From an optimization exercise on the open Yosys and OpenROAD flow, aimed at small area; shortcuts taken in it are not production practice. Power is estimated from default activity; no workload was simulated.

Setup of before:
Design top_calc_accum_final, start of the top module:
module top_calc_accum_final (
    input  wire clk,
    input  wire reset,
    input  wire [1:0] op_sel_raw,
    input  wire [7:0] data_in_raw,
    input  wire calc_btn_raw,
    output wire [6:0] disp0,
    output wire [6:0] disp1,
    output wire [6:0] disp2,
    output wire [6:0] disp3,
    output wire [6:0] disp4,
    output wire neg_flag,
    output wire error_flag,
    output wire [7:0] acc_out
);
Size in the first run: about 420 cells after synthesis, about 2900 µm² of cells after synthesis.
export LEC_CHECK = 0
export ABC_AREA = 1
export CAP_MARGIN = 20
export CORE_MARGIN = 2
export CORE_UTILIZATION = 40
export CTS_BUF_LIST = sky130_fd_sc_hd__clkbuf_8
export SLEW_MARGIN = 20
create_clock -name core_clock -period 40.0 [get_ports {clk}]
standard.sh (not shown) runs the stock make flow with config.mk's settings and CLKGATE_MAP_FILE= SYNTH_SCRIPT=/design/flow/synth_recipe.tcl, a recipe that flattens the netlist after the stock synthesis.
==> flow/flow/run.sh <==
#!/bin/bash
# Own layout flow: the standard synthesis, then an area-oriented re-mapping of the
# combinational logic (registers untouched), then the standard layout steps with
# minimum-size port buffers.  Each tool's output goes to a log of its own here.
set -euo pipefail
W=$PWD
R=$W/orfs/results/$FLOW_PLATFORM/top_calc_accum_final/base
LIB=$FLOW_HOME/platforms/$FLOW_PLATFORM/lib/sky130_fd_sc_hd__tt_025C_1v80.lib

bash standard.sh synth > $W/log_1_synth.txt 2>&1
cp $R/1_2_yosys.v $W/std_1_2_yosys.v

DONT=""
for c in $(grep -oE 'cell *\( *"?sky130_fd_sc_hd__(lpflow_[a-z0-9_]+|probe[a-z0-9_]*)' $LIB | sed -E 's/.*(sky130_fd_sc_hd__[a-z0-9_]+)/\1/' | sort -u); do
  DONT="$DONT -dont_use $c"
done
LIB=$LIB IN=$W/std_1_2_yosys.v OUT=$W/remap_1_2_yosys.v ABCSCR=$W/flow/remap.abc DONT="$DONT" \
  yosys -c $W/flow/remap.tcl > $W/log_2_remap.txt 2>&1
# refuse to go on if the re-mapping lost logic
python3 - "$W/std_1_2_yosys.v" "$W/remap_1_2_yosys.v" <<'PY'
import re, sys
a, b = (open(f).read() for f in sys.argv[1:3])
ff = lambda s: sorted(re.findall(r'sky130_fd_sc_hd__(dfxtp_\d|edfxtp_\d|dfrtp_\d)\s+(\S+)', s))
assert ff(a) == ff(b), "registers differ"
assert len(re.findall(r'sky130_fd_sc_hd__', b)) > len(ff(b)) + 20, "logic missing"
PY
cp $W/remap_1_2_yosys.v $R/1_2_yosys.v
rm -f $R/1_synth.odb $R/1_synth.sdc
bash standard.sh "BUFFER_PORTS_ARGS=-buffer_cell sky130_fd_sc_hd__buf_1" "CTS_ARGS=-sink_clustering_enable -sink_clustering_size 50 -sink_clustering_max_diameter 500 -repair_clock_nets -buf_list sky130_fd_sc_hd__clkbuf_16 -dont_use_dummy_load" finish > $W/log_3_layout.txt 2>&1
Other scripts of this flow, unchanged in this note and not shown: flow/flow/remap.abc, flow/flow/remap.tcl
What after does differently from before at the input level:
-- flow/flow/run.sh --
<<< before, line 27
cp $W/remap_1_2_yosys.v $R/1_2_yosys.v
rm -f $R/1_synth.odb $R/1_synth.sdc
bash standard.sh "BUFFER_PORTS_ARGS=-buffer_cell sky130_fd_sc_hd__buf_1" "CTS_ARGS=-sink_clustering_enable -sink_clustering_size 50 -sink_clustering_max_diameter 500 -repair_clock_nets -buf_list sky130_fd_sc_hd__clkbuf_16 -dont_use_dummy_load" finish > $W/log_3_layout.txt 2>&1
>>> after, line 27
cp $W/remap_1_2_yosys.v $R/1_2_yosys.v
rm -f $R/1_synth.odb $R/1_synth.sdc
bash standard.sh "BUFFER_PORTS_ARGS=-buffer_cell sky130_fd_sc_hd__buf_1" "CTS_ARGS=-sink_clustering_enable -repair_clock_nets -buf_list sky130_fd_sc_hd__clkbuf_8 -dont_use_dummy_load" finish > $W/log_3_layout.txt 2>&1
==> comparison <==
Worst setup slack for register-to-register paths across before and after: no real change.
When the final numbers for before and after were put side by side, the clock network power share turned out to be greater in before.
From before to after the numbers moved as follows: final standard cell area without fillers lost 1.7%; multi-input gate share of the layout cell area went up 1.0 points; total via count after detailed routing essentially unchanged; global-route usage comparable; area after synthesis comparable.
From before to after the numbers moved as follows: hold slack rose 5.7 ps; maximum frequency held.
No functional check of the RTL was part of any run of this note.

## re-timing with driven ports
The flow's constraints put no driver on any port. The routed layouts listed below were extracted and timed again, unchanged, in two steps.
Step 1 (the two cells are an assumption about what drives the block):
set clk [get_ports {clk}]
set_driving_cell -lib_cell sky130_fd_sc_hd__clkbuf_16 $clk
set_driving_cell -lib_cell sky130_fd_sc_hd__buf_2 [delete_from_list [all_inputs] $clk]
Step 2 moves the port delays by t, midway between the first and last clock arrival at a register: inputs arrive t later, outputs are due t later. That takes back most of the time a late clock gives input paths.
a / b / c = no drivers / after step 1 / after step 2; a / b = the first two.
| run | shift t [ns] | setup WS [ns] | worst setup path at the end | worst slew at a driven data input, ns | pins driven straight from the clock port |
|---|---|---|---|---|---|
| before | 0.308 | 27.961 / 27.926 / 28.235 | register to output | 0.03 | 1 |
| after | 0.312 | 27.955 / 27.925 / 28.237 | register to output | 0.03 | 1 |
After both steps every run listed still meets setup and hold.
